Context: an optimization exercise on an open-source flow, tuned for small area and a short achievable clock period. The choices shown serve that exercise and are no tape-out recipe.
Where RTL was checked, it was by simulation tests only, not by an equivalence proof against the original.
No functional check of the RTL was part of runs 1 to 4.
Power and IR drop assume default switching activity.

[design.v]
`timescale 1ns / 1ps
module ram64bytes(
    input clk,
    input [5:0] wa,
    input [7:0] din,
    input we,
    input [7:0] ra_hi,	 
    input [7:0] ra_lo,	 
    output [7:0] douta,
    input [2:0] rb,
    output [7:0] doutb,
    output [7:0] dout0	 
    );
	reg [7:0] mem[0:63];
	always @(posedge clk) if (we) mem[wa] <= din;
	wire [7:0] lb = 8'b1 << rb;
	reg [7:0] a, b;
	integer k;
	always @(*) begin
		a = 8'h00;
		for (k = 0; k < 64; k = k + 1)
			a = a | (mem[k] & {8{ra_hi[k/8] & ra_lo[k%8]}});
		b = 8'h00;
		for (k = 0; k < 8; k = k + 1)
			b = b | (mem[8+k] & {8{lb[k]}});
	end
	assign douta = a;
	assign doutb = b;
	assign dout0 = mem[0];
endmodule
`timescale 1ns / 1ps
module ula(
    input clk14,			 
	 input reset,			 
    input [15:0] a,		 
    input [7:0] din,		 
	 output [7:0] dout,	 
    input mreq_n,			 
    input iorq_n,			 
    input rd_n,			 
    input wr_n,			 
	 input rfsh_n,			 
	 output clkcpu,		 
	 output msk_int_n,	 
    output [13:0] va,	  
	 input [7:0] vramdout, 
	 output [7:0] vramdin, 
    output vramoe,		 
    output vramcs,		  
    output vramwe,		 
    input ear,				   
    output mic,			    
    output spk,            
	 output [7:0] kbrows,    
    input [4:0] kbcolumns,	 
    output r,				
    output g,				 
    output b,				 
    output i,				 
	 output [7:0] rgbulaplus,	 
	 output ulaplus_enabled,	 
    output csync,			
    output hsync,
    output vsync
    );
	reg [2:0] BorderColor;
	reg TimexHiColorMode;
	reg ULAPlusConfig;	 
	reg [7:0] ULAPlusAddrReg;	 
	assign ulaplus_enabled = ULAPlusConfig;
	wire ulaplusport = !iorq_n && a[0] && !a[2] && (a[7:6]==2'b00) && a[15];	 
	wire addrportsel = ulaplusport && !a[14];	 
	wire dataportsel = ulaplusport && a[14];		 
	reg clk7;
	always @(posedge clk14)
		if (reset)
			clk7 <= 0;
		else
			clk7 <= !clk7;
	wire clk7_rise = !clk7;	 
	wire clk7_fall = clk7;	 
	reg [8:0] hc;
	always @(posedge clk14) begin
		if (reset)
			hc <= 0;
		else if (clk7_rise) begin
			if (hc==447)
				hc <= 0;
			else
				hc <= hc + 1;
		end
	end
	reg [8:0] vc;
	always @(posedge clk14) begin
		if (reset)
			vc <= 0;
		else if (clk7_rise && hc==447) begin
			if (vc == 311)
				vc <= 0;
			else
				vc <= vc + 1;
		end
	end
	reg HBlank_n;
	always @(posedge clk14) begin
		if (reset)
			HBlank_n <= 1;
		else if (clk7_fall) begin
			if (((hc)==(320)))
				HBlank_n <= 0;
			else if (((hc)==(415+1)))
				HBlank_n <= 1;
		end
	end
	reg HSync_n;
	always @(posedge clk14) begin
		if (reset)
			HSync_n <= 1;
		else if (clk7_fall) begin
			if (((hc)==(344)))
				HSync_n <= 0;
			else if (((hc)==(375+1)))
				HSync_n <= 1;
		end
	end
	reg VBlank_n;
	always @(posedge clk14) begin
		if (reset)
			VBlank_n <= 1;
		else if (clk7_fall) begin
			if (((vc)==(248)))
				VBlank_n <= 0;
			else if (((vc)==(255+1)))
				VBlank_n <= 1;
		end
	end
	reg VSync_n;
	wire VSync_fall = clk7_fall && VSync_n && ((vc)==(248));
	always @(posedge clk14) begin
		if (reset)
			VSync_n <= 1;
		else if (clk7_fall) begin
			if (((vc)==(248)))
				VSync_n <= 0;
			else if (((vc)==(251+1)))
				VSync_n <= 1;
		end
	end
	reg INT_n;
	assign msk_int_n = INT_n;
	always @(posedge clk14) begin
		if (reset)
			INT_n <= 1;
		else if (clk7_fall) begin
			if (((vc)==(248)) && ((hc)==(0)))
				INT_n <= 0;
			else if (((vc)==(248)) && ((hc)==(31+1)))
				INT_n <= 1;
		end
	end
	reg Border_n;
	always @(posedge clk14) begin
		if (reset)
			Border_n <= 1;
		else if (clk7_fall) begin
			if ( (vc[7] & vc[6]) | vc[8] | hc[8])
				Border_n <= 0;
			else
				Border_n <= 1;
		end
	end
	reg VidEN_n;
	always @(posedge clk14) begin
		if (reset)
			VidEN_n <= 1;
		else if (clk7_fall && hc[3])
			VidEN_n <= !Border_n;
	end
	wire DataLatch_fall = clk7_fall && hc[0] && hc[1] && Border_n && hc[3];
	wire AttrLatch_fall = clk7_fall && hc[0] && !hc[1] && Border_n && hc[3];
	wire AOLatch_fall = clk7_fall && hc[0] && !hc[1] && hc[2];
	reg SLoad;
	always @(posedge clk14) begin
		if (reset)
			SLoad <= 0;
		else if (clk7_fall) begin
			if (!hc[0] & !hc[1] & hc[2] & !VidEN_n)
				SLoad <= 1;
			else
				SLoad <= 0;
		end
	end
	reg [7:0] BitmapReg;
	always @(posedge clk14) begin
		if (reset)
			BitmapReg <= 0;
		else if (DataLatch_fall)
			BitmapReg <= vramdout;
	end
	reg [7:0] SRegister;
	always @(posedge clk14) begin
		if (reset)
			SRegister <= 0;
		else if (clk7_fall) begin
			if (SLoad)
				SRegister <= BitmapReg;
			else
				SRegister <= {SRegister[6:0],1'b0};
		end
	end
	reg [7:0] AttrReg;
	always @(posedge clk14) begin
		if (reset)
			AttrReg <= 0;
		else if (AttrLatch_fall)
			AttrReg <= vramdout;
	end
	reg [7:0] AttrOut;
	always @(posedge clk14) begin
		if (reset)
			AttrOut <= 0;
		else if (AOLatch_fall) begin
			if (!VidEN_n)
				AttrOut <= AttrReg;
			else
				AttrOut <= {2'b00,BorderColor,BorderColor};
		end
	end
	reg [4:0] FlashCnt;
	always @(posedge clk14) begin
		if (reset)
			FlashCnt <= 0;
		else if (VSync_fall)
			FlashCnt <= FlashCnt + 1;
	end
	wire Pixel = SRegister[7] ^ (AttrOut[7] & FlashCnt[4]);
	reg rI,rG,rR,rB;
	assign r = rR;
	assign g = rG;
	assign b = rB;
	assign i = rI;
	always @(*) begin
		if (HBlank_n && VBlank_n)
			{rI,rG,rR,rB} = (Pixel)? {AttrOut[6],AttrOut[2:0]} : {AttrOut[6],AttrOut[5:3]};
		else
			{rI,rG,rR,rB} = 4'b0000;
	end
	assign csync = HSync_n & VSync_n;
	assign vsync = VSync_n;
	assign hsync = HSync_n;
	wire ulaslot = Border_n && hc[3];
	wire cpublock = Border_n && (hc[3:0]==4'b0000);
	wire c3 = hc[2] | (hc[1] & hc[0] & !clk7);
	wire [4:0] col = {hc[7:4], c3};
	wire [12:0] dispaddr = {vc[7:6], vc[2:0], vc[5:3], col};
	wire [13:0] ulaaddr = hc[1] ? {1'b0, dispaddr} :
	                      TimexHiColorMode ? {1'b1, dispaddr} : {4'b0110, vc[7:3], col};
	assign va = ulaslot ? ulaaddr : a[13:0];
	assign vramcs = ulaslot | (!cpublock & !a[15] & a[14] & !mreq_n);
	assign vramoe = ulaslot ? !hc[0] : (!cpublock & !rd_n);
	assign vramwe = !ulaslot & !cpublock & !wr_n;
	wire fetchslot = Border_n && hc[3] && hc[1];
	wire palettewe = dataportsel && !wr_n && (ULAPlusAddrReg[7:6]==2'b00) && !fetchslot;
	wire fetchslot_next = (clk7 ? fetchslot : (Border_n && hc[3] && (hc[1] ^ hc[0])));
	wire ink_next = hc[0] ^ !clk7;
	wire [5:0] fetchaddr_next = ink_next ? { AttrReg[7:6],1'b0,AttrReg[2:0] } : { AttrReg[7:6],1'b1,AttrReg[5:3] };
	wire addrreg_wr = clk7_rise && addrportsel && !wr_n;
	wire next_from_din = addrreg_wr && !fetchslot_next;
	wire [5:0] paletteaddr_reg = fetchslot_next ? fetchaddr_next : ULAPlusAddrReg[5:0];
	wire [7:0] ra_hi = next_from_din ? (8'b1 << din[5:3]) : (8'b1 << paletteaddr_reg[5:3]);
	wire [7:0] ra_lo = next_from_din ? (8'b1 << din[2:0]) : (8'b1 << paletteaddr_reg[2:0]);
	wire palette_bypass = palettewe && (reset ? (ULAPlusAddrReg[5:0] == 6'd0) :
	                                    (!fetchslot_next || fetchaddr_next == ULAPlusAddrReg[5:0]));
	wire [7:0] paletteread;
	wire [7:0] paletteborder;
	wire [7:0] palettefirst;	 
	reg [7:0] palettedout;
	always @(posedge clk14)
		palettedout <= palette_bypass ? din : reset ? palettefirst : paletteread;
	ram64bytes palette (
		.clk(clk14),
		.wa(ULAPlusAddrReg[5:0]),
		.din(din),
		.we(palettewe),
		.ra_hi(ra_hi),
		.ra_lo(ra_lo),
		.douta(paletteread),
		.rb(BorderColor),
		.doutb(paletteborder),
		.dout0(palettefirst)
		);
	reg [7:0] ULAPlusPaper;
	reg [7:0] ULAPlusInk;
	reg [7:0] ULAPlusBorder;
	wire ULAPlusPixel = SRegister[7];
	always @(posedge clk14) begin
		if (reset) begin
			ULAPlusPaper <= 0;
			ULAPlusInk <= 0;
		end
		else begin
			if (fetchslot && !hc[0] && !clk7)
				ULAPlusPaper <= palettedout;
			if (fetchslot && hc[0] && !clk7)
				ULAPlusInk <= palettedout;
		end
	end
	always @(posedge clk14) begin
		if (reset)
			ULAPlusBorder <= 0;
		else if (hc[3:0]==12 && !dataportsel)
			ULAPlusBorder <= paletteborder;
	end
	reg [7:0] ULAPlusPaperOut;
	reg [7:0] ULAPlusInkOut;
	always @(posedge clk14) begin
		if (reset) begin
			ULAPlusPaperOut <= 0;
			ULAPlusInkOut <= 0;
		end
		else if (AOLatch_fall) begin
			if (!VidEN_n) begin
				ULAPlusPaperOut <= ULAPlusPaper;
				ULAPlusInkOut <= ULAPlusInk;
			end
			else begin
				ULAPlusPaperOut <= ULAPlusBorder;
				ULAPlusInkOut <= ULAPlusBorder;
			end
		end
	end
	assign rgbulaplus = (HBlank_n && VBlank_n) ? (ULAPlusPixel ? ULAPlusInkOut : ULAPlusPaperOut) : 8'h00;
	reg CPUClk;
	assign clkcpu = CPUClk;
	reg ioreqtw3;
	reg mreqt23;
	wire ioreq_n = a[0] | iorq_n;
	wire Nor1 = (~(a[14] | ~ioreq_n)) |
	            (~(~a[15] | ~ioreq_n)) |
					(~(hc[2] | hc[3])) |
					(~Border_n | ~ioreqtw3 | ~CPUClk | ~mreqt23);
	wire Nor2 = (~(hc[2] | hc[3])) |
	            ~Border_n |
					~CPUClk |
					ioreq_n |
					~ioreqtw3;
	wire CLKContention = ~Nor1 | ~Nor2;
	always @(posedge clk14) begin
		if (reset) begin
			ioreqtw3 <= 0;
			mreqt23 <= 0;
		end
		else if (clk7_rise && !CPUClk) begin
			ioreqtw3 <= ioreq_n;
			mreqt23 <= mreq_n;
		end
	end
	always @(posedge clk14) begin	 
		if (reset)
			CPUClk <= 0;
		else if (clk7_rise) begin
			if (CPUClk && !CLKContention)    
				CPUClk <= 0;
			else
				CPUClk <= 1;
		end
	end
	always @(posedge clk14) begin
		if (reset) begin
			ULAPlusConfig <= 0;
			ULAPlusAddrReg <= 0;
		end
		else if (clk7_rise) begin
			if (addrportsel && !wr_n)
				ULAPlusAddrReg <= din;
			else if (dataportsel && !wr_n && ULAPlusAddrReg[7:6]==2'b01)
				ULAPlusConfig <= din[0];
		end
	end
	wire [7:0] idle_dout = Border_n ? AttrReg : 8'hFF;	 
	wire [7:0] data_dout = (ULAPlusAddrReg[7:6]==2'b01) ? {7'b0000000, ULAPlusConfig} :
	                       (ULAPlusAddrReg[7:6]==2'b00) ? palettedout : idle_dout;
	wire s_vram = !a[15] && a[14] && !mreq_n && !rd_n;	 
	wire io_rd = !iorq_n && !rd_n;
	wire s_kb = io_rd && !a[0] && !s_vram;	 
	wire s_tmx = io_rd && (a[7:0]==8'hFF) && !s_vram;	 
	wire s_ulap = io_rd && a[0] && !a[2] && (a[7:6]==2'b00) && a[15];	 
	wire s_addr = s_ulap && !a[14];
	wire s_data = s_ulap && a[14];
	wire s_idle = !s_vram && !(io_rd && (!a[0] || (&a[7:1]) || (!a[2] && a[7:6]==2'b00 && a[15])));
	assign dout = ({8{s_vram}} & vramdout) |
	              ({8{s_kb}} & {1'b1,ear,1'b1,kbcolumns}) |
	              ({8{s_tmx}} & {6'b000000,TimexHiColorMode,1'b0}) |
	              ({8{s_addr}} & ULAPlusAddrReg) |
	              ({8{s_data}} & data_dout) |
	              ({8{s_idle}} & idle_dout);
	assign vramdin = din;		 
	assign kbrows = {a[11], a[10], a[9], a[12], a[13], a[8], a[14], a[15]};
	reg rMic;
	reg rSpk;
	assign mic = rMic;
	assign spk = rSpk;
	always @(posedge clk14) begin
		if (reset) begin
			TimexHiColorMode <= 0;
			rSpk <= 0;
			rMic <= 0;
			BorderColor <= 3'b100;
		end
		else if (clk7_fall) begin
			if (!iorq_n && a[7:0]==8'hFF && !wr_n)
				TimexHiColorMode <= din[1];
			else if (!iorq_n & !a[0] & !wr_n)
				{rSpk,rMic,BorderColor} <= din[4:0];
		end
	end
endmodule
[flow/run.sh]
#!/bin/bash
# Layout flow: the standard flow (standard.sh, ORFS) with three changes
# made through ORFS's own variables:
#  - ports are buffered with sky130_fd_sc_hd__buf_1 rather than the delay
#    buffer buffer_ports picks by default;
#  - clock tree synthesis uses clkbuf_16 sink clusters and no dummy loads;
#  - everything else as in the standard flow (synthesis unchanged).
# Each step's full output goes to a log file in this folder.
set -euo pipefail
export BUFFER_PORTS_ARGS="-buffer_cell sky130_fd_sc_hd__buf_1"
export CTS_ARGS="-sink_clustering_enable -repair_clock_nets -dont_use_dummy_load -buf_list sky130_fd_sc_hd__clkbuf_16 -sink_clustering_size 24 -sink_clustering_max_diameter 70"
bash standard.sh synth > synth.log 2>&1
bash standard.sh floorplan > floorplan.log 2>&1
bash standard.sh place > place.log 2>&1
bash standard.sh cts > cts.log 2>&1
bash standard.sh route > route.log 2>&1
bash standard.sh finish > finish.log 2>&1
[standard.sh]
#!/bin/bash
# synth_recipe.tcl (not shown) runs the flow's synth.tcl, then flattens the netlist and writes it again
# the make line also repeats each setting of config.mk as NAME=value (left out here)
make -C /OpenROAD-flow-scripts/flow DESIGN_CONFIG=/design/flow/config.mk WORK_HOME=/design/flow/orfs CLKGATE_MAP_FILE= SYNTH_SCRIPT=/design/flow/synth_recipe.tcl "${@:-finish}"
[config.mk]
export PLATFORM = sky130hd
export DESIGN_NAME = ula
export DESIGN_NICKNAME = ula
export VERILOG_FILES = /design/flow/design.v
export SDC_FILE = /design/flow/constraint.sdc
export NUM_CORES = 4
export LEC_CHECK = 0
export CAP_MARGIN = 20
export CORE_MARGIN = 2
export CORE_UTILIZATION = 40
export PLACE_DENSITY = 0.6
export SETUP_SLACK_MARGIN = 4.6
export SLEW_MARGIN = 20
export TNS_END_PERCENT = 10
[constraint.sdc]
create_clock -name core_clock -period 10.0 [get_ports {clk14}]
set_input_delay 2.0000 -clock core_clock [delete_from_list [all_inputs] [get_ports {clk14}]]
set_output_delay 2.0000 -clock core_clock [all_outputs]
set_load 0.01 [all_outputs]
==> results of run 1 <==
## final cells by class
class	instances	area share, %
antenna	5	0.0411
clock buffer	41	3.37
inverter	18	0.222
multi-input combinational	1278	29.3
sequential	642	59.1
tap	873	3.59
timing repair buffer	215	4.44
## worst min-delay path: stages (launching register included)
cell	delay, ps
dfxtp_1	320
nand2_1	50
a21oi_1	50
## sequential cells by signal (all words and copies together) (netlist names), 3 cells and up
signal	cells
BitmapReg	8
SRegister	8
ULAPlusPaper	8
palettedout	8
ULAPlusInkOut	8
ULAPlusPaperOut	8
ULAPlusBorder	8
ULAPlusInk	8
AttrReg	8
FlashCnt	5
palette.mem	512
BorderColor	3
hc	9
AttrOut	8
ULAPlusAddrReg	8
vc	9
## synth_stat cells (15+ instances only)
cell type,count
edfxtp_1,512
nor2_1,210
nand2_1,172
dfxtp_1,130
mux2i_1,94
clkbuf_1,88
a22oi_1,72
a32oi_1,66
nand3_1,64
a21oi_1,59
nor3_1,51
o21ai_0,46
a211oi_1,45
nand4_1,44
a22o_1,41
nor4_1,24
buf_2,22
buf_1,19
buf_4,19
and3_1,18
inv_1,18
a31oi_1,16
nand3b_1,15
## path summary, 6_finish.rpt
check / to / slack (ps) / startpoint / cells past startpoint
worst min-delay path: BitmapReg[5] / 460 / BitmapReg[5] / 2
worst max register to register: palettedout[4] / 4520 / hc[3] / 10
worst max-delay path: palettedout[4] / 4380 / a[7] / 12
worst min register to register: BitmapReg[5] / 460 / BitmapReg[5] / 2
## through the flow
stage | worst slack (ps) | power, W | utilization, % | cells | hold WS [ps]
2_1_floorplan | 4640 | 0.00303 | - | 2086 | 436
3_3_place_gp | 3060 | 0.00312 | 42.8 | 3001 | 444
3_5_place_dp | 3070 | 0.00312 | 42.8 | 3003 | 447
4_1_cts | 4290 | 0.00468 | 44.8 | 3050 | 459
5_1_grt | 4390 | 0.00480 | 45.4 | 3067 | 480
6_report | 4380 | 0.00470 | 45.4 | 3072 | 459
## layer usage
layer,wire (um),track usage (%),vias to the layer above
li1,-,-,8377
met1,41400,41.2,10200
met2,48600,47.1,1621
met3,13500,7.84,361
met4,6770,14.6,0
met5,0,0,-
## cells by family (layout without fill, tap and decap cells)
| family | count (synthesis) | after routing |
|---|---|---|
| AOI/OAI and AO/OA | 471 | 471 |
| xor gates and xnor gates | 23 | 23 |
| adders and majority gates | 6 | 6 |
| buffers and inverters | 166 | 274 |
| DFF | 642 | 642 |
| muxes | 110 | 110 |
| other | 0 | 5 |
| and+or+nand+nor | 668 | 668 |
## where the power goes
| part | internal [W] | switching (W) |
|---|---|---|
| Combinational | 0.0000508 | 0.000138 |
| Clock | 0.000728 | 0.000891 |
| Sequential | 0.00288 | 0.00000991 |
## what timing repair did
action	CTS	global route
pin swaps	8	18
cloned	0	0
setup buffers	6	16
endpoints found under the setup margin	416	16
hold endpoints to repair	0	0
resized for setup	62	70
==> impl_metrics.yaml, run 1 <==
global_route:
  grt_max_degree: 96
  grt.total_usage_pct: 30.8
  grt_pass1_vias: 18800
  grt_pass1_wl_mm: 151
  grt_overflow: 0
  antenna_found_initial: 7
clock_network:
  cts_root_buffer: "clkbuf_16"
  path_clk_slew_ps: 90
  worstSkewPairLatency_ps: 620
  clockBufferDepth: 3
  numCtsBuffers: 41
  postCtsHoldBufs: 0
  cts.sinks: 642
  cts_tree: "done"
  htree_levels: 2
logic_synthesis:
  avgSynthCellArea_um2: 13.0
  synth_compound_area_share_pct: 13.3
  synth_warnings: 2
  synth_mux_area_share_pct: 4.65
  synth_edf_count: 512
  ys_seq_elements: 642
  synthAdderAreaFrac_pct: 0.278
  synth_top_cell_by_area: "edfxtp_1"
  ys_seq_area_share_pct: 66.5
  synth_nets: 2137
  syn_area_mm2: 0.0270
  synth.area.top_cells: "edfxtp_1 57%, dfxtp_1 9.6%, mux2i_1 3.5%"
  syn_inst: 2086
  synthDistinctLibCells: 81
  synth_top_family_by_area: "compound AO/OA/AOI/OAI gates"
  synth_xor_area_share_pct: 0.745
  synth-simple-area-share_pct: 11.9
  synthFlopType: "edfxtp_1"
  async_flop_share_pct: 0
  netlist.area_leader.share_pct: 56.8
setup_path:
  path_common_cell: "buf_4"
  worstSetupPathType: "primary input to flip-flop"
  path_buf_inv: 3
  cp.arrival_ps: 6080
  end_kind: "flip-flop"
  slowest_delay_ps: 640
  required_ps: 10460
  crit_slowest_cell: "a2111oi_1"
  path_max_fanout: 11
  start_kind: "primary input"
  path_cells: "buf_8 > or4b_4 > buf_4 > o311ai_1 > a31o_4 > nor3_1 > buf_4 > and3_1 > a2111oi_1 > nand3_1 > nor4_2 > a21oi_1"
  path_delay_family: "compound AO/OA/AOI/OAI gates"
finish:
  layout.nets: 2247
  drive_above_1_share_pct: 13.8
  regArea_mm2: 0.0180
  multiInputGateArea_mm2: 0.00891
  fillers: 6077
  final_common_cell: "edfxtp_1"
  stdcell_area_mm2: 0.0304
  area_growth_pct: 12.5
  final_cell_mix: "512 x edfxtp_1, 187 x nor2_1, 167 x nand2_1"
sta:
  setup_tns_ps: 0
  tightest_slew_ps: 1280
  slew_viol_final: 0
  fin_crit_sh_pct: 56.2
  fin_crit_ps: 5620
  rsz0062_at_grt: "yes"
  finalHoldViolations: 0
  fmax_mhz: 178
  finClkSkew_ps: 94.5
  setup_viol: 0
  max_slew_margin_pct: 13.9
drt:
  wire_per_inst_um: 35.9
  firstDrtPassIters: 6
  post_drt_via_cell_ratio: 6.70
  routed_wl_mm: 110
  dr.first_iter.drc_count: 3311
  ant_nets: 0
  drc: 0
  route.vias.total: 20600
floorplan:
  die-height_um: 264
  die_area_mm2: 0.0697
  rows: 95
  start_util_pct: 40.3
  num_io_pins: 106
  core_mm2: 0.0670
  die_w_um: 264
run_status:
  status: "no timing/DRC/antenna violations"
place:
  numPortBuffers: 104
  gp_congestion: 1.03
  hpwl_mm: 75.1
  dpl_cell_area_mm2: 0.0287
power:
  powerDensity_mw_per_mm2: 154
  max-vdd-ir-drop_mv: 0.115
  p_leak_nw: 9.69
min_path:
  hold_path_class: "flip-flop to flip-flop"
run:
  drv_cap: 0
==> run 2, diff against run 1 <==
--- a/design.v
+++ b/design.v
@@ -261,16 +261,27 @@
 	assign vramwe = !ulaslot & !cpublock & !wr_n;
 	wire fetchslot = Border_n && hc[3] && hc[1];
 	wire palettewe = dataportsel && !wr_n && (ULAPlusAddrReg[7:6]==2'b00) && !fetchslot;
-	wire fetchslot_next = (clk7 ? fetchslot : (Border_n && hc[3] && (hc[1] ^ hc[0])));
-	wire ink_next = hc[0] ^ !clk7;
-	wire [5:0] fetchaddr_next = ink_next ? { AttrReg[7:6],1'b0,AttrReg[2:0] } : { AttrReg[7:6],1'b1,AttrReg[5:3] };
+	reg fetchslot_next;
+	reg [5:0] paletteaddr_reg;
+	wire fetchslot_next2 = Border_n && hc[3] && (hc[1] ^ hc[0]);
+	wire [7:0] AttrReg_next = AttrLatch_fall ? vramdout : AttrReg;
+	wire [5:0] fetchaddr_next2 = hc[0] ? { AttrReg_next[7:6],1'b1,AttrReg_next[5:3] } : { AttrReg_next[7:6],1'b0,AttrReg_next[2:0] };
+	always @(posedge clk14) begin
+		if (reset) begin
+			fetchslot_next <= 0;
+			paletteaddr_reg <= 0;
+		end
+		else begin
+			fetchslot_next <= fetchslot_next2;
+			paletteaddr_reg <= fetchslot_next2 ? fetchaddr_next2 :
+			                   (clk7_rise && addrportsel && !wr_n) ? din[5:0] : ULAPlusAddrReg[5:0];
+		end
+	end
 	wire addrreg_wr = clk7_rise && addrportsel && !wr_n;
 	wire next_from_din = addrreg_wr && !fetchslot_next;
-	wire [5:0] paletteaddr_reg = fetchslot_next ? fetchaddr_next : ULAPlusAddrReg[5:0];
 	wire [7:0] ra_hi = next_from_din ? (8'b1 << din[5:3]) : (8'b1 << paletteaddr_reg[5:3]);
 	wire [7:0] ra_lo = next_from_din ? (8'b1 << din[2:0]) : (8'b1 << paletteaddr_reg[2:0]);
-	wire palette_bypass = palettewe && (reset ? (ULAPlusAddrReg[5:0] == 6'd0) :
-	                                    (!fetchslot_next || fetchaddr_next == ULAPlusAddrReg[5:0]));
+	wire palette_bypass = palettewe && ((reset ? 6'd0 : paletteaddr_reg) == ULAPlusAddrReg[5:0]);
 	wire [7:0] paletteread;
 	wire [7:0] paletteborder;
 	wire [7:0] palettefirst;	 
@@ -377,7 +388,13 @@
 				ULAPlusConfig <= din[0];
 		end
 	end
-	wire [7:0] idle_dout = Border_n ? AttrReg : 8'hFF;	 
+	reg [7:0] idle_dout;
+	wire Border_n_next = clk7_fall ? !((vc[7] & vc[6]) | vc[8] | hc[8]) : Border_n;
+	always @(posedge clk14)
+		if (reset)
+			idle_dout <= 0;
+		else
+			idle_dout <= Border_n_next ? AttrReg_next : 8'hFF;
 	wire [7:0] data_dout = (ULAPlusAddrReg[7:6]==2'b01) ? {7'b0000000, ULAPlusConfig} :
 	                       (ULAPlusAddrReg[7:6]==2'b00) ? palettedout : idle_dout;
 	wire s_vram = !a[15] && a[14] && !mreq_n && !rd_n;	 
==> run 2 against run 1 <==
Against the previous run: critical path depth is 4 lower; hold slack better by 12 ps; sequential share of layout area rose by 0.94 points; final cell count is essentially flat; highest routed layer is now met5.
==> impl_metrics.yaml, run 2 <==
run_status:
  status: "no timing/DRC/antenna violations"
global_route:
  antenna_found_initial: 4
  grt_pass1_vias: 18200
  grt_overflow: 0
  grt.total_usage_pct: 28.3
  grt_pass1_wl_mm: 141
  grt_max_degree: 84
sta:
  slew_viol_final: 0
  fin_crit_sh_pct: 57.0
  finalHoldViolations: 0
  setup_viol: 0
  finClkSkew_ps: 102
  tightest_slew_ps: 1220
  rsz0062_at_grt: "yes"
  fmax_mhz: 175
  setup_tns_ps: 0
  fin_crit_ps: 5700
  max_slew_margin_pct: 17.1
finish:
  fillers: 6194
  final_util_pct: 44.5
  drive_above_1_share_pct: 12.1
  antennaDiodeCount: 0
  top_register: "palette.mem"
  final_cell_mix: "512 x edfxtp_1, 197 x nor2_1, 182 x nand2_1"
  final_common_cell: "edfxtp_1"
  layout.nets: 2239
  area_growth_pct: 10.4
  largest_reg_flops: 512
  top_regs: "palette.mem: 512 flops, hc: 9 flops, vc: 9 flops"
logic_synthesis:
  synth_common_cells: "512 x edfxtp_1, 218 x nor2_1, 182 x nand2_1"
  syn_area_mm2: 0.0276
  synth.area.top_cells: "edfxtp_1 56%, dfxtp_1 11%, mux2i_1 4.6%"
  yosysMostFrequentCell: "edfxtp_1"
  async_flop_share_pct: 0
  synth_top_cell_by_area: "edfxtp_1"
  synth_warnings: 2
  synth_edf_count: 512
  netlist.area_leader.share_pct: 55.7
  synth_nets: 2122
  synthFlopType: "edfxtp_1"
  syn_inst: 2072
  avgSynthCellArea_um2: 13.3
  ys_seq_elements: 657
  ys_seq_area_share_pct: 66.2
  synthDistinctLibCells: 81
clock_network:
  cts.sinks: 657
  numCtsBuffers: 39
  postCtsHoldBufs: 0
  path_clk_slew_ps: 80
  htree_levels: 2
  cts_root_buffer: "clkbuf_16"
  worstSkewPairLatency_ps: 620
  clockBufferDepth: 3
  cts_tree: "done"
floorplan:
  die_w_um: 267
  core_mm2: 0.0685
  num_io_pins: 106
  start_util_pct: 40.3
  die_area_mm2: 0.0711
  rows: 96
  die-height_um: 267
setup_path:
  end_kind: "primary output"
  start_kind: "primary input"
  r2r-start: "paletteaddr_reg[3]"
  worstSetupPathType: "primary input to primary output"
  crit_slowest_cell: "a221o_1"
  path_cells: "buf_1 > and4_1 > nand4_1 > a31oi_4 > o21bai_1 > a21o_1 > a221o_1 > buf_2"
  required_ps: 8000
  path_buf_inv: 2
  cp.arrival_ps: 3700
  path_max_fanout: 6
  path_delay_family: "compound AO/OA/AOI/OAI gates"
  slowest_delay_ps: 400
  crit_path_start: "a[3]"
drt:
  route.vias.total: 19700
  drc: 0
  wire_per_inst_um: 33.2
  post_drt_via_cell_ratio: 6.42
  firstDrtPassIters: 6
  routed_wl_mm: 102
  dr.first_iter.drc_count: 3183
  ant_nets: 0
power:
  p_leak_nw: 9.76
  p_comb_share_pct: 3.7
  swShare_pct: 21.4
  p_int_w: 0.00368
  p_switching_w: 0.00101
  max-vdd-ir-drop_mv: 0.166
  clkPwrFrac_pct: 33.3
  seqPwrFrac_pct: 63.0
  powerDensity_mw_per_mm2: 154
place:
  numPortBuffers: 104
  gp_congestion: 1.02
  hpwl_mm: 70.1
min_path:
  hold_path_class: "flip-flop to flip-flop"
  min_from: "SRegister[0]"
run:
  drv_cap: 0
## run 2: cell types whose count changed in the layout (fill, tap and decap cells not counted), sizes merged, moves of 11 or more
cell	previous run	this run
nor3	53	21
nor2b	7	22
a22o	41	54
o211ai	15	3
dfxtp	130	145
a22oi	72	154
a32oi	66	1
a211oi	45	34
buf	206	178
nor3b	2	15
mux2i	95	154
a2111oi	13	1
a221oi	11	57
a21oi	59	27
## run 2: worst min-delay path, stage by stage (launching register included)
cell and delay, ps:
dfxtp_1 320, nand2_1 60, a21oi_1 50
## run 2: per-layer routing
layer  track usage (%)  routed length [um]  vias to the layer above
met5                 0                  41                        -
met4              13.5                5670                        6
met3              5.31               11200                      244
met2              43.1               44700                     1249
met1              39.2               40300                     9934
li1                  -                   -                     8280
## run 2: logic make-up after synthesis
group | share of synthesized area (%)
compound gates | 11.7
fa+ha+maj | 0.227
mux | 7.00
xor+xnor | 0.540
flops | 66.2
buf+inv | 2.34
simple gates | 11.9
## run 2: metrics by stage
| step | instance area, um2 | hold WS (ps) | worst slack, ps | power (W) | instances |
|---|---|---|---|---|---|
| floorplan | 27600 | 440 | 4680 | 0.00309 | 2072 |
| global placement | 29200 | 448 | 3140 | 0.00318 | 3016 |
| detailed placement | 29200 | 460 | 3080 | 0.00318 | 3017 |
| CTS | 30300 | 473 | 4380 | 0.00469 | 3063 |
| global route | 30500 | 487 | 4290 | 0.00480 | 3069 |
| finish | 30500 | 471 | 4300 | 0.00469 | 3069 |
## run 2: power by group through the flow
stage / Clock, W / Combinational (W) / Sequential (W)
2_1_floorplan: 0 / 0.0000815 / 0.00301
3_3_place_gp: 0 / 0.000161 / 0.00302
3_5_place_dp: 0 / 0.000164 / 0.00302
4_1_cts: 0.00157 / 0.000168 / 0.00295
5_1_grt: 0.00166 / 0.000183 / 0.00296
6_report: 0.00156 / 0.000172 / 0.00296
## run 2: repair_timing
| action | CTS | global route |
|---|---|---|
| endpoints found under the setup margin | 16 | 16 |
| hold endpoints to repair | 0 | 0 |
| cloned | 1 | 0 |
| pin swaps | 9 | 6 |
| buffers inserted | 6 | 5 |
| gates resized for setup | 20 | 15 |
## run 2: worst paths after layout
check	cells past startpoint	slack, ps	to
min	2	470	SRegister[0]
max reg2reg	9	5850	palettedout[0]
min reg2reg	2	470	SRegister[0]
max	8	4300	dout[5]
## run 2: cell type report
type | count | area, um2 | area share [%]
tap | 882 | 1100 | 3.62
timing repair buffer | 191 | 1110 | 3.64
multi-input combinational | 1283 | 8930 | 29.3
sequential | 657 | 18300 | 60.0
inverter | 17 | 66.3 | 0.218
clock buffer | 39 | 976 | 3.20
==> run 3, diff against run 2 <==
--- a/config.mk
+++ b/config.mk
@@ -11,4 +11,4 @@
 export PLACE_DENSITY = 0.6
 export SETUP_SLACK_MARGIN = 4.6
 export SLEW_MARGIN = 20
-export TNS_END_PERCENT = 10
+export TNS_END_PERCENT = 100
==> run 3 against run 2 <==
Against the previous run: sequential cell count stayed put; setup slack improved by 35 ps; non-clock buffer count grew 2; critical path depth stayed put; design area up 0.28%; combinational power is 2% higher; synthesized area did not move; fmax rose by 0.62%; highest routed layer unchanged; sequential share of layout area decreased by 0.16 points; register-to-register slack got worse by 40 ps; final cell count is essentially flat; synthesized cell count did not move.
==> impl_metrics.yaml, run 3 <==
finish:
  top_register: "palette.mem"
  largest_reg_flops: 512
  instances_no_fill: 3071
  area_growth_pct: 10.7
  drive_above_1_share_pct: 12.5
  final_cell_mix: "512 x edfxtp_1, 197 x nor2_1, 180 x nand2_1"
  top_regs: "palette.mem: 512 flops, hc: 9 flops, vc: 9 flops"
  layout.nets: 2241
  final_common_cell: "edfxtp_1"
  antennaDiodeCount: 0
sta:
  finClkSkew_ps: 106
  rsz0062_at_grt: "yes"
  setup_viol: 0
  max_slew_margin_pct: 19.6
  fmax_mhz: 177
  fin_crit_ps: 5660
  fin_hold_ws_ps: 469
  fin_crit_sh_pct: 56.6
  tightest_slew_ps: 1180
  slew_viol_final: 0
  setup_tns_ps: 0
  finalHoldViolations: 0
global_route:
  grt.total_usage_pct: 28.4
  grt_pass1_wl_mm: 141
  grt_overflow: 0
  grt_max_degree: 84
  grt_pass1_vias: 18200
  antenna_found_initial: 4
min_path:
  min_from: "SRegister[0]"
  hold_path_class: "flip-flop to flip-flop"
setup_path:
  crit_path_start: "a[3]"
  path_delay_family: "compound AO/OA/AOI/OAI gates"
  path_max_fanout: 6
  path_cells: "buf_1 > and4_1 > nand4_1 > a31oi_2 > o21bai_1 > a21o_1 > a221o_1 > buf_2"
  r2r-start: "paletteaddr_reg[3]"
  end_kind: "primary output"
  path_buf_inv: 2
  crit_slowest_cell: "a221o_1"
  start_kind: "primary input"
  cp.arrival_ps: 3660
  required_ps: 8000
  slowest_delay_ps: 360
  worstSetupPathType: "primary input to primary output"
clock_network:
  htree_levels: 2
  cts.sinks: 657
  cts_root_buffer: "clkbuf_16"
  worstSkewPairLatency_ps: 620
  postCtsHoldBufs: 0
  cts_tree: "done"
  numCtsBuffers: 39
  clockBufferDepth: 3
  path_clk_slew_ps: 80
logic_synthesis:
  synthFlopType: "edfxtp_1"
  synth_common_cells: "512 x edfxtp_1, 218 x nor2_1, 182 x nand2_1"
  synth_warnings: 2
  synth_edf_count: 512
  ys_seq_area_share_pct: 66.2
  syn_area_mm2: 0.0276
  synth_top_cell_by_area: "edfxtp_1"
  yosysMostFrequentCell: "edfxtp_1"
  synthDistinctLibCells: 81
  async_flop_share_pct: 0
  syn_inst: 2072
  ys_seq_elements: 657
  synth.area.top_cells: "edfxtp_1 56%, dfxtp_1 11%, mux2i_1 4.6%"
  avgSynthCellArea_um2: 13.3
  synth_nets: 2122
  netlist.area_leader.share_pct: 55.7
place:
  numPortBuffers: 104
  hpwl_mm: 70.1
  gp_congestion: 1.02
  placed_cells: 3017
drt:
  firstDrtPassIters: 6
  route.vias.total: 19700
  drc: 0
  wl_met2_mm: 44.9
  wire_per_inst_um: 33.2
  highest_layer: "met5"
  ant_nets: 0
  dr_wl_met3_mm: 11.3
  wl_met1_mm: 40.3
  routed_wl_mm: 102
  post_drt_via_cell_ratio: 6.41
  dr.first_iter.drc_count: 3089
power:
  max-vdd-ir-drop_mv: 0.169
  p_leak_nw: 9.81
  powerDensity_mw_per_mm2: 154
floorplan:
  start_util_pct: 40.3
  die-height_um: 267
  core_mm2: 0.0685
  die_area_mm2: 0.0711
  die_w_um: 267
  rows: 96
  num_io_pins: 106
run:
  drv_cap: 0
run_status:
  status: "no timing/DRC/antenna violations"
## run 3: tightest hold or removal path, stage by stage, from the launching register on
cell,delay (ps)
dfxtp_1,320
nand2_1,60
a21oi_1,50
## run 3: cells by family after synthesis
kind of cell | count (synthesis) | synth area share (%)
and+or+nand+nor | 669 | 11.9
DFF | 657 | 66.2
AOI/OAI and AO/OA | 424 | 11.7
muxes | 167 | 7.00
buffers and inverters | 133 | 2.34
xor gates and xnor gates | 17 | 0.540
adders and majority gates | 5 | 0.227
## run 3: per-layer routing
layer	global-route usage, %	vias up
met1	39.1	9892
met2	43.3	1264
met4	13.4	6
li1	-	8280
met5	0	-
met3	5.38	242
## run 3: repair_timing
action                                  in CTS  in global routing
gates cloned                                 1                  0
setup buffers                                9                  4
endpoints found under the setup margin      16                 13
pin swaps                                    9                 10
gates resized for setup                     32                 20
## run 3: through the flow
step,power [W],area [um2],setup WS [ps],utilization [%]
floorplan,0.00309,27600,4680,-
global placement,0.00318,29200,3140,42.6
detailed placement,0.00318,29200,3080,42.7
CTS,0.00469,30400,4380,44.4
global route,0.00481,30500,4270,44.6
finish,0.00469,30500,4340,44.6
## run 3: power by group
part / leakage (nW) / internal, W / total (W) / switching [W]
logic: 3.55 / 0.0000467 / 0.000176 / 0.000129
registers: 5.78 / 0.00294 / 0.00295 / 0.0000115
clock network: 0.481 / 0.000695 / 0.00156 / 0.000869
## run 3: path summary, 6_finish.rpt
kind              cells after the start  slack (ps)        endpoint
hold / removal                        2         470    SRegister[0]
setup / recovery                      8        4340         dout[5]
hold reg to reg                       2         470    SRegister[0]
setup reg to reg                      9        5810  palettedout[0]
## run 3: layout make-up
| type | instances | area [um2] |
|---|---|---|
| fill | 6178 | 37900 |
| sequential | 657 | 18300 |
| multi-input combinational | 1283 | 8980 |
| timing repair buffer | 193 | 1140 |
| tap | 882 | 1100 |
| clock buffer | 39 | 976 |
| inverter | 17 | 63.8 |
==> run 4, diff against run 3 <==
--- a/config.mk
+++ b/config.mk
@@ -9,6 +9,6 @@
 export CORE_MARGIN = 2
 export CORE_UTILIZATION = 40
 export PLACE_DENSITY = 0.6
-export SETUP_SLACK_MARGIN = 4.6
+export SETUP_SLACK_MARGIN = 5.0
 export SLEW_MARGIN = 20
 export TNS_END_PERCENT = 100
==> run 4 against run 3 <==
Against the previous run: critical path depth up 1; hold slack about the same; setup slack worse by 11 ps; via count up 1.6%; synthesized area unchanged; largest cell class unchanged; largest power group unchanged.
==> impl_metrics.yaml, run 4 <==
power:
  clkPwrFrac_pct: 33.1
  max-vdd-ir-drop_mv: 0.149
  p_leak_nw: 10.1
  seqPwrFrac_pct: 62.9
  p_comb_share_pct: 4.0
  swShare_pct: 21.4
  p_int_w: 0.00369
  powerDensity_mw_per_mm2: 151
  p_switching_w: 0.00101
logic_synthesis:
  netlist.area_leader.share_pct: 55.7
  synth_edf_count: 512
  yosysMostFrequentCell: "edfxtp_1"
  synth_nets: 2122
  synth_top_cell_by_area: "edfxtp_1"
  syn_area_mm2: 0.0276
  synthFlopType: "edfxtp_1"
  async_flop_share_pct: 0
  syn_inst: 2072
  synth_common_cells: "512 x edfxtp_1, 218 x nor2_1, 182 x nand2_1"
  ys_seq_area_share_pct: 66.2
  synthDistinctLibCells: 81
  avgSynthCellArea_um2: 13.3
  ys_seq_elements: 657
  synth_warnings: 2
  synth.area.top_cells: "edfxtp_1 56%, dfxtp_1 11%, mux2i_1 4.6%"
setup_path:
  crit_slowest_cell: "a221o_1"
  ff2ff_setup_slack_ps: 5900
  reg2reg_depth: 8
  slowest_delay_ps: 360
  path_max_fanout: 6
  end_kind: "primary output"
  r2r-end: "palettedout[0]"
  worstSetupPathType: "primary input to primary output"
  path_delay_family: "compound AO/OA/AOI/OAI gates"
  required_ps: 8000
  start_kind: "primary input"
  path_cells: "buf_8 > nor4b_4 > buf_4 > inv_2 > a31oi_1 > o21bai_1 > a21o_2 > a221o_1 > buf_2"
  crit_path_start: "a[2]"
  path_buf_inv: 4
  r2r-start: "hc[3]"
  cp.arrival_ps: 3670
finish:
  top_register: "palette.mem"
  final_util_pct: 45.6
  final_common_cell: "edfxtp_1"
  largest_reg_flops: 512
  drive_above_1_share_pct: 14.7
  multiInputGateArea_mm2: 0.00922
  layout.nets: 2268
  top_regs: "palette.mem: 512 flops, hc: 9 flops, vc: 9 flops"
  area_growth_pct: 13.0
  stdcell_area_mm2: 0.0312
  fillers: 6119
  final_cell_mix: "512 x edfxtp_1, 203 x nor2_1, 176 x nand2_1"
  regArea_mm2: 0.0183
floorplan:
  start_util_pct: 40.3
  die_area_mm2: 0.0711
  num_io_pins: 106
  core_mm2: 0.0685
  die_w_um: 267
  rows: 96
  die-height_um: 267
sta:
  rsz0062_at_grt: "yes"
  tightest_slew_ps: 1180
  fmax_mhz: 176
  setup_viol: 0
  finClkSkew_ps: 92.2
  max_slew_margin_pct: 21.2
  fin_crit_sh_pct: 56.7
  finalHoldViolations: 0
  setup_tns_ps: 0
  slew_viol_final: 0
  fin_crit_ps: 5670
clock_network:
  cts_root_buffer: "clkbuf_16"
  worstSkewPairLatency_ps: 620
  numCtsBuffers: 39
  clockBufferDepth: 3
  path_clk_slew_ps: 90
  cts_tree: "done"
  htree_levels: 2
  cts.sinks: 657
drt:
  routed_wl_mm: 104
  post_drt_via_cell_ratio: 6.45
  drc: 0
  route.vias.total: 20000
  ant_nets: 0
  wire_per_inst_um: 33.6
  dr.first_iter.drc_count: 3310
  firstDrtPassIters: 6
place:
  numPortBuffers: 104
  hpwl_mm: 70.9
  gp_congestion: 1.02
  dpl_cell_area_mm2: 0.0294
min_path:
  min_from: "SRegister[0]"
  whs_path_depth: 2
  holdPathEnd: "SRegister[0]"
  hold_path_class: "flip-flop to flip-flop"
global_route:
  antenna_found_initial: 2
  grt_overflow: 0
  grt_max_degree: 87
  grt.total_usage_pct: 28.9
  grt_pass1_wl_mm: 144
  grt_pass1_vias: 18600
run_status:
  status: "no timing/DRC/antenna violations"
run:
  drv_cap: 0
run 4: area by class of cell:
class | count | share of cell area [%]
Clock buffer | 39 | 3.13
Timing Repair Buffer | 221 | 4.97
Multi-Input combinational cell | 1282 | 29.6
Inverter | 17 | 0.205
Sequential cell | 657 | 58.6
Antenna cell | 1 | 0.00802
Tap cell | 882 | 3.54
run 4: per-layer routing:
metal	vias to the layer above	wire (um)	track usage, %
met4	4	5390	12.1
met3	253	12300	7.23
met1	10100	39900	38.6
li1	8336	-	-
met5	-	23	0
met2	1326	46500	44.8
run 4: cells by family after synthesis:
group                      synth area share [%]
AOI/OAI and AO/OA                          11.7
DFF                                        66.2
xor gates and xnor gates                  0.540
muxes                                      7.00
buffers and inverters                      2.34
and+or+nand+nor                            11.9
adders and majority gates                 0.227
run 4: worst max-delay path by stage:
stage,endpoint,slack (ps),cells after the start
finish,dout[7],4330,9
global route,dout[7],4240,9
CTS,dout[1],4390,8
detailed placement,palettedout[0],3920,11
global placement,palettedout[7],3940,11
floorplan,dout[5],4790,6
run 4: worst reg2reg max path, stage by stage (launching register included):
cell and delay [ps]:
dfxtp_1 590, nand2_1 580, o21ai_0 490, nor2_1 120, and4_1 440, nor2_1 730, nand3_1 360, nor3_1 380
a221oi_1 230
run 4: power groups by stage:
stage          registers, W  logic (W)  clock network (W)
2_1_floorplan       0.00301  0.0000819                  0
3_3_place_gp        0.00302   0.000161                  0
5_1_grt             0.00296   0.000199            0.00165
6_report            0.00296   0.000188            0.00156
4_1_cts             0.00296   0.000177            0.00156
3_5_place_dp        0.00302   0.000164                  0
run 4: through the flow:
stage	instances	setup slack, ps	hold WS [ps]	power (W)
finish	3099	4330	469	0.00470
global placement	3032	3940	454	0.00318
global route	3098	4240	502	0.00481
CTS	3093	4390	472	0.00469
detailed placement	3032	3920	460	0.00318
floorplan	2072	4790	440	0.00309
run 4: repair_timing:
action | in CTS | in global routing
hold buffers | 0 | 0
gates cloned | 0 | 2
setup buffers | 22 | 3
pin swaps | 7 | 10
endpoints found under the setup margin | 51 | 20
gates resized for setup | 64 | 69
==> run 5, diff against run 4 <==
--- a/design.v
+++ b/design.v
@@ -397,20 +397,12 @@
 			idle_dout <= Border_n_next ? AttrReg_next : 8'hFF;
 	wire [7:0] data_dout = (ULAPlusAddrReg[7:6]==2'b01) ? {7'b0000000, ULAPlusConfig} :
 	                       (ULAPlusAddrReg[7:6]==2'b00) ? palettedout : idle_dout;
-	wire s_vram = !a[15] && a[14] && !mreq_n && !rd_n;	 
-	wire io_rd = !iorq_n && !rd_n;
-	wire s_kb = io_rd && !a[0] && !s_vram;	 
-	wire s_tmx = io_rd && (a[7:0]==8'hFF) && !s_vram;	 
-	wire s_ulap = io_rd && a[0] && !a[2] && (a[7:6]==2'b00) && a[15];	 
-	wire s_addr = s_ulap && !a[14];
-	wire s_data = s_ulap && a[14];
-	wire s_idle = !s_vram && !(io_rd && (!a[0] || (&a[7:1]) || (!a[2] && a[7:6]==2'b00 && a[15])));
-	assign dout = ({8{s_vram}} & vramdout) |
-	              ({8{s_kb}} & {1'b1,ear,1'b1,kbcolumns}) |
-	              ({8{s_tmx}} & {6'b000000,TimexHiColorMode,1'b0}) |
-	              ({8{s_addr}} & ULAPlusAddrReg) |
-	              ({8{s_data}} & data_dout) |
-	              ({8{s_idle}} & idle_dout);
+	ula_dout cpu_dout (
+		.a(a), .mreq_n(mreq_n), .iorq_n(iorq_n), .rd_n(rd_n),
+		.vramdout(vramdout), .ear(ear), .kbcolumns(kbcolumns),
+		.timex(TimexHiColorMode), .addrreg(ULAPlusAddrReg), .data_dout(data_dout), .idle_dout(idle_dout),
+		.dout(dout)
+		);
 	assign vramdin = din;		 
 	assign kbrows = {a[11], a[10], a[9], a[12], a[13], a[8], a[14], a[15]};
 	reg rMic;
@@ -432,3 +424,32 @@
 		end
 	end
 endmodule
+module ula_dout(
+	input [15:0] a,
+	input mreq_n,
+	input iorq_n,
+	input rd_n,
+	input [7:0] vramdout,
+	input ear,
+	input [4:0] kbcolumns,
+	input timex,
+	input [7:0] addrreg,
+	input [7:0] data_dout,
+	input [7:0] idle_dout,
+	output [7:0] dout
+	);
+	wire s_vram = !a[15] && a[14] && !mreq_n && !rd_n;	 
+	wire io_rd = !iorq_n && !rd_n;
+	wire s_kb = io_rd && !a[0] && !s_vram;	 
+	wire s_tmx = io_rd && (a[7:0]==8'hFF) && !s_vram;	 
+	wire s_ulap = io_rd && a[0] && !a[2] && (a[7:6]==2'b00) && a[15];	 
+	wire s_addr = s_ulap && !a[14];
+	wire s_data = s_ulap && a[14];
+	wire s_idle = !s_vram && !(io_rd && (!a[0] || (&a[7:1]) || (!a[2] && a[7:6]==2'b00 && a[15])));
+	assign dout = ({8{s_vram}} & vramdout) |
+	              ({8{s_kb}} & {1'b1,ear,1'b1,kbcolumns}) |
+	              ({8{s_tmx}} & {6'b000000,timex,1'b0}) |
+	              ({8{s_addr}} & addrreg) |
+	              ({8{s_data}} & data_dout) |
+	              ({8{s_idle}} & idle_dout);
+endmodule
--- a/config.mk
+++ b/config.mk
@@ -9,6 +9,8 @@
 export CORE_MARGIN = 2
 export CORE_UTILIZATION = 40
 export PLACE_DENSITY = 0.6
-export SETUP_SLACK_MARGIN = 5.0
+export SETUP_SLACK_MARGIN = 4.6
 export SLEW_MARGIN = 20
+export SYNTH_HIERARCHICAL = 1
+export SYNTH_MINIMUM_KEEP_SIZE = 0
 export TNS_END_PERCENT = 100
==> run 5 against run 4 <==
Against the previous run: critical path depth shrank 3; sequential cell count is the same; setup slack gained 190 ps; die area shrank 2.2%; first-iteration DRC count shrank 36%; hold slack lost 7.8 ps; register-to-register slack gained 70 ps; combinational power shrank 17%; count of clock-buffer cells in the layout shrank 1; via count shrank 13%; critical endpoint is now dout[5]; largest cell class unchanged.
==> impl_metrics.yaml, run 5 <==
drt:
  highest_layer: "met5"
  route.vias.total: 17400
  wl_met1_mm: 31.3
  routed_wl_mm: 75.8
  dr.first_iter.drc_count: 2107
  drc: 0
  ant_nets: 0
  post_drt_via_cell_ratio: 5.99
  dr_wl_met3_mm: 6.37
  firstDrtPassIters: 6
  wl_met2_mm: 35.9
  wire_per_inst_um: 26.1
place:
  gp_congestion: 0.881
  dpl_cell_area_mm2: 0.0281
  hpwl_mm: 48.3
  numPortBuffers: 104
clock_network:
  numCtsBuffers: 38
  clockBufferDepth: 3
  cts.sinks: 657
  cts_root_buffer: "clkbuf_16"
  htree_levels: 2
  path_clk_slew_ps: 80
  postCtsHoldBufs: 0
  cts_tree: "done"
  worstSkewPairLatency_ps: 570
finish:
  stdcell_area_mm2: 0.0295
  top_register: "palette.mem"
  largest_reg_flops: 512
  layout.nets: 2082
  antennaDiodeCount: 0
  final_common_cell: "edfxtp_1"
  final_cell_mix: "512 x edfxtp_1, 218 x nor2_1, 155 x a22oi_1"
  area_growth_pct: 9.27
  drive_above_1_share_pct: 10.4
  top_regs: "palette.mem: 512 flops, hc: 9 flops, vc: 9 flops"
setup_path:
  required_ps: 8000
  end_kind: "primary output"
  start_kind: "primary input"
  path_max_fanout: 8
  cp.arrival_ps: 3480
  path_cells: "buf_12 > or4b_4 > o211ai_2 > a21oi_4 > a221o_1 > buf_2"
  cp.depth: 6
  slowest_delay_ps: 580
  crit_slowest_cell: "or4b_4"
  reg2reg_depth: 13
  path_buf_inv: 2
  path_delay_family: "compound AO/OA/AOI/OAI gates"
  worstSetupPathType: "primary input to primary output"
sta:
  rsz0062_at_grt: "yes"
  fmax_mhz: 182
  tightest_slew_ps: 1120
  slew_viol_final: 0
  finalHoldViolations: 0
  max_slew_margin_pct: 24.7
  setup_viol: 0
  setup_tns_ps: 0
  fin_crit_ps: 5480
  finClkSkew_ps: 37.5
  fin_crit_sh_pct: 54.8
  fin_hold_ws_ps: 461
run:
  drv_cap: 0
global_route:
  grt.total_usage_pct: 21.2
  grt_overflow: 0
  grt_pass1_vias: 16800
  antenna_found_initial: 2
  grt_pass1_wl_mm: 111
  grt_max_degree: 83
floorplan:
  core_mm2: 0.0669
  start_util_pct: 40.3
  num_io_pins: 106
  die_w_um: 264
  die_area_mm2: 0.0695
  die-height_um: 264
  rows: 95
logic_synthesis:
  synth_nets: 2038
  synth_warnings: 8
  syn_area_mm2: 0.0270
  async_flop_share_pct: 0
  ys_seq_elements: 657
  synth_edf_count: 512
  synthFlopType: "edfxtp_1"
  synthDistinctLibCells: 78
  synth_top_cell_by_area: "edfxtp_1"
  avgSynthCellArea_um2: 13.6
  netlist.area_leader.share_pct: 57.0
  yosysMostFrequentCell: "edfxtp_1"
  syn_inst: 1988
  synth_common_cells: "512 x edfxtp_1, 234 x nor2_1, 156 x a22oi_1"
  synth.area.top_cells: "edfxtp_1 57%, dfxtp_1 11%, mux2i_1 4.4%"
  ys_seq_area_share_pct: 67.8
min_path:
  whs_path_depth: 2
  hold_path_class: "flip-flop to flip-flop"
power:
  total_power_w: 0.00463
  powerDensity_mw_per_mm2: 157
  max-vdd-ir-drop_mv: 0.118
  p_leak_nw: 9.46
run_status:
  status: "no timing/DRC/antenna violations"
run 5: changes by cell type after synthesis, sizes merged, moves of 23 or more:
| cell | before | now |
|---|---|---|
| a221oi | 57 | 14 |
| a222oi | 8 | 37 |
| nand3 | 65 | 42 |
| mux2i | 154 | 118 |
| nand2 | 182 | 119 |
| nand4 | 53 | 23 |
run 5: what timing repair did:
| action | CTS | global route |
|---|---|---|
| gates resized for setup | 38 | 34 |
| setup buffers | 9 | 6 |
| setup endpoints to repair | 16 | 15 |
| cloned | 2 | 0 |
| pin swaps | 17 | 14 |
run 5: area by class of cell:
type / count / area, um2
clock buffer: 38 / 951
fill: 6004 / 37400
inverter: 17 / 63.8
multi-input combinational: 1164 / 8200
sequential: 657 / 18300
tap: 873 / 1090
timing repair buffer: 154 / 888
run 5: final timing paths:
| check | from | to | slack [ps] |
|---|---|---|---|
| worst max-delay path | a[6] | dout[5] | 4520 |
| worst min-delay path | AttrOut[7] | AttrOut[7] | 460 |
| worst min register to register | AttrOut[7] | AttrOut[7] | 460 |
| worst max register to register | clk7 | palettedout[2] | 5970 |
run 5: logic make-up after synthesis:
kind of cell / share of synthesized area [%]
AOI/OAI and AO/OA: 13.4
xor gates and xnor gates: 0.649
adders and majority gates: 0.232
buffers and inverters: 2.87
DFF: 67.8
muxes: 5.80
and+or+nand+nor: 9.31
run 5: power breakdown:
| part | internal, W | total (W) | switching (W) |
|---|---|---|---|
| clock network | 0.000679 | 0.00151 | 0.000835 |
| registers | 0.00294 | 0.00296 | 0.0000127 |
| logic | 0.0000453 | 0.000156 | 0.000111 |
run 5: Yosys stat by module (local to each module, per instance):
| module | flip-flops and latches | cell area, um2 | cells inside |
|---|---|---|---|
| ula | 145 | 6960 | 793 |
| ram64bytes | 512 | 19600 | 1158 |
| ula_dout | 0 | 364 | 37 |
run 5: layer usage:
metal	vias up	track usage, %
li1	7770	-
met1	8731	28.9
met2	753	34.7
met3	125	3.88
met4	4	6.41
met5	-	0
run 5: worst reg2reg max path, delay by kind of cell, from the launching register on:
| family | cells | cell delay (ps) |
|---|---|---|
| multiplexers | 2 | 480 |
| AO/OA/AOI/OAI | 4 | 1680 |
| AND/OR/NAND/NOR | 5 | 980 |
| flip-flops | 1 | 320 |
| buffers and inverters | 2 | 440 |
run 5: metrics by stage:
| step | util (%) | worst slack, ps | instances |
|---|---|---|---|
| after floorplan | - | 4810 | 1988 |
| after global placement | 42.0 | 3020 | 2848 |
| after detailed placement | 42.0 | 3000 | 2848 |
| after CTS | 43.8 | 4530 | 2897 |
| after global routing | 44.0 | 4520 | 2903 |
| final | 44.0 | 4520 | 2903 |
==> run 6, diff against run 5 <==
--- a/config.mk
+++ b/config.mk
@@ -8,7 +8,7 @@
 export CAP_MARGIN = 20
 export CORE_MARGIN = 2
 export CORE_UTILIZATION = 40
-export PLACE_DENSITY = 0.6
+export PLACE_DENSITY = 0.8
 export SETUP_SLACK_MARGIN = 4.6
 export SLEW_MARGIN = 20
 export SYNTH_HIERARCHICAL = 1
==> run 6 against run 5 <==
Against the previous run: still clean; via count increased by 2.3%; fmax about the same; register-to-register slack got worse by 70 ps; sequential power about the same; hold slack improved by 9.6 ps; final cell count decreased by 0.24%; die area unchanged; sequential cell count unchanged; synthesized cell count unchanged; critical path type is now primary input to flip-flop; largest power group unchanged; highest routed layer is now met4.
==> impl_metrics.yaml, run 6 <==
sta:
  slew_viol_final: 0
  finClkSkew_ps: 75.5
  fin_crit_ps: 5480
  tightest_slew_ps: 1150
  max_slew_margin_pct: 22.7
  setup_tns_ps: 0
  fmax_mhz: 182
  setup_ws_ps: 4520
  finalHoldViolations: 0
  setup_viol: 0
  rsz0062_at_grt: "yes"
  fin_crit_sh_pct: 54.8
drt:
  dr.first_iter.drc_count: 2691
  routed_wl_mm: 70.1
  drc: 0
  ant_nets: 0
  firstDrtPassIters: 8
  post_drt_via_cell_ratio: 6.14
  wire_per_inst_um: 24.2
  route.vias.total: 17800
logic_synthesis:
  synth_edf_count: 512
  async_flop_share_pct: 0
  ys_seq_area_share_pct: 67.8
  avgSynthCellArea_um2: 13.6
  synth_common_cells: "512 x edfxtp_1, 234 x nor2_1, 156 x a22oi_1"
  synth_warnings: 8
  synthFlopType: "edfxtp_1"
  ys_seq_elements: 657
  synth_nets: 2038
  synth_top_cell_by_area: "edfxtp_1"
  netlist.area_leader.share_pct: 57.0
  synth.area.top_cells: "edfxtp_1 57%, dfxtp_1 11%, mux2i_1 4.4%"
  syn_area_mm2: 0.0270
  synthDistinctLibCells: 78
  syn_inst: 1988
  yosysMostFrequentCell: "edfxtp_1"
clock_network:
  path_clk_slew_ps: 90
  cts.sinks: 657
  htree_levels: 2
  cts_root_buffer: "clkbuf_16"
  clockBufferDepth: 3
  cts_tree: "done"
  postCtsHoldBufs: 0
  worstSkewPairLatency_ps: 600
  numCtsBuffers: 34
finish:
  final_util_pct: 43.8
  regArea_mm2: 0.0183
  fillers: 5779
  drive_above_1_share_pct: 9.79
  top_register: "palette.mem"
  antennaDiodeCount: 0
  multiInputGateArea_mm2: 0.00813
  final_common_cell: "edfxtp_1"
  final_cell_mix: "512 x edfxtp_1, 220 x nor2_1, 155 x a22oi_1"
  layout.nets: 2075
  stdcell_area_mm2: 0.0293
  top_regs: "palette.mem: 512 flops, hc: 9 flops, vc: 9 flops"
  area_growth_pct: 8.61
  largest_reg_flops: 512
global_route:
  grt_pass1_wl_mm: 104
  grt.total_usage_pct: 19.5
  grt_pass1_vias: 17000
  antenna_found_initial: 0
  grt_overflow: 0
  grt_max_degree: 100
floorplan:
  core_mm2: 0.0669
  die-height_um: 264
  die_area_mm2: 0.0695
  num_io_pins: 106
  start_util_pct: 40.3
  rows: 95
  die_w_um: 264
setup_path:
  path_max_fanout: 25
  start_kind: "primary input"
  cp.arrival_ps: 5900
  worstSetupPathType: "primary input to flip-flop"
  end_kind: "flip-flop"
  required_ps: 10420
min_path:
  hold_path_class: "flip-flop to flip-flop"
run_status:
  status: "no timing/DRC/antenna violations"
power:
  p_leak_nw: 9.41
  max-vdd-ir-drop_mv: 0.0994
  powerDensity_mw_per_mm2: 154
place:
  numPortBuffers: 104
  hpwl_mm: 44.7
  gp_congestion: 0.905
  place_ws_ps: 3050
  dpl_cell_area_mm2: 0.0281
run:
  drv_cap: 0
-- run 6: critical path: stages --
cell and delay (ps):
buf_8 100, buf_4 120, buf_4 140, nor2b_2 250, and4b_4 380, mux2i_4 350
nor2_1 110, buf_4 280, a222oi_1 660, o22ai_1 220, a211oi_1 490, nand4_1 260
mux2i_1 360, mux2i_1 150
-- run 6: where the power goes --
part	internal (W)	total, W	leakage [nW]	switching [W]
logic	0.0000454	0.000152	3.22	0.000107
clock network	0.000611	0.00141	0.419	0.000796
registers	0.00294	0.00295	5.78	0.0000119
-- run 6: Yosys stat by module, one instance, submodules excluded --
module / cell area, um2 / flops+latches
ram64bytes: 19600 / 512
ula: 6960 / 145
ula_dout: 364 / 0
-- run 6: layout make-up --
class                           instances  area share (%)
Clock buffer                           34            2.90
Tap cell                              873            3.73
Inverter                               17           0.231
Multi-Input combinational cell       1163            27.8
Timing Repair Buffer                  152            2.98
Sequential cell                       657            62.4
-- run 6: cells by family after synthesis --
group	share of synthesized area, %
compound gates	13.4
simple gates	9.31
fa+ha+maj	0.232
flops	67.8
buf+inv	2.87
mux	5.80
xor+xnor	0.649
-- run 6: final timing paths --
| kind | from | endpoint | slack [ps] | cells past startpoint |
|---|---|---|---|---|
| max reg2reg | clk7 | palettedout[5] | 5900 | 11 |
| max | a[7] | palettedout[5] | 4520 | 14 |
| min reg2reg | AttrOut[7] | AttrOut[7] | 470 | 2 |
| min | AttrOut[7] | AttrOut[7] | 470 | 2 |
-- run 6: metrics by stage --
stage          cells  power [W]  hold WS [ps]
4_1_cts         2890    0.00452           466
5_1_grt         2896    0.00462           486
3_5_place_dp    2846    0.00316           453
2_1_floorplan   1988    0.00308           428
6_report        2896    0.00451           471
3_3_place_gp    2846    0.00315           444
-- run 6: layer usage --
layer / track usage [%] / part of all wire, % / vias up
met5: 0 / 0 / -
met4: 8.34 / 4.2 / 0
met3: 3.76 / 11 / 160
met2: 31.6 / 47 / 1160
met1: 25.6 / 38 / 8698
li1: - / - / 7757
-- run 6: repair_timing --
| item | in CTS | in global routing |
|---|---|---|
| buffers inserted | 9 | 6 |
| pin swaps | 17 | 6 |
| gates cloned | 1 | 0 |
| resized for setup | 41 | 22 |
| setup endpoints to repair | 16 | 16 |

static timing again, ports no longer ideal:
Ports are ideal in the flow. The routed layouts listed here were re-timed in OpenROAD. Step 1 sets driving cells, clkbuf_16 on the clock port and buf_2 on the other inputs (assumed; they add their load-dependent delay and slew). Step 2 adds t to the input delays and takes it off the output delays; t is the mean of the earliest and latest rising clock arrival at the registers after step 1. Input paths then give back, and output paths get back, about the clock's delay inside the block. a / b / c = ideal / step 1 / step 2; a / b = the first two.
run | t (ns) | slack for setup (ns) | worst hold slack (ns)
run 1 | 0.646 | 4.375 / 4.393 / 3.747 | 0.459 / 0.459 / 0.459
run 2 | 0.627 | 4.301 / 4.271 / 3.749 | 0.471 / 0.471 / 0.471
run 3 | 0.629 | 4.336 / 4.310 / 4.039 | 0.469 / 0.469 / 0.469
run 4 | 0.643 | 4.325 / 4.285 / 4.285 | 0.469 / 0.469 / 0.469
run 5 | 0.623 | 4.519 / 4.465 / 4.039 | 0.461 / 0.461 / 0.461
run 6 | 0.629 | 4.516 / 4.503 / 3.918 | 0.471 / 0.471 / 0.471
After both steps every run listed still meets setup and hold. For run 1, which loses most, drivers alone change the setup slack by +0.018 ns; drivers and shift together by -0.628 ns.
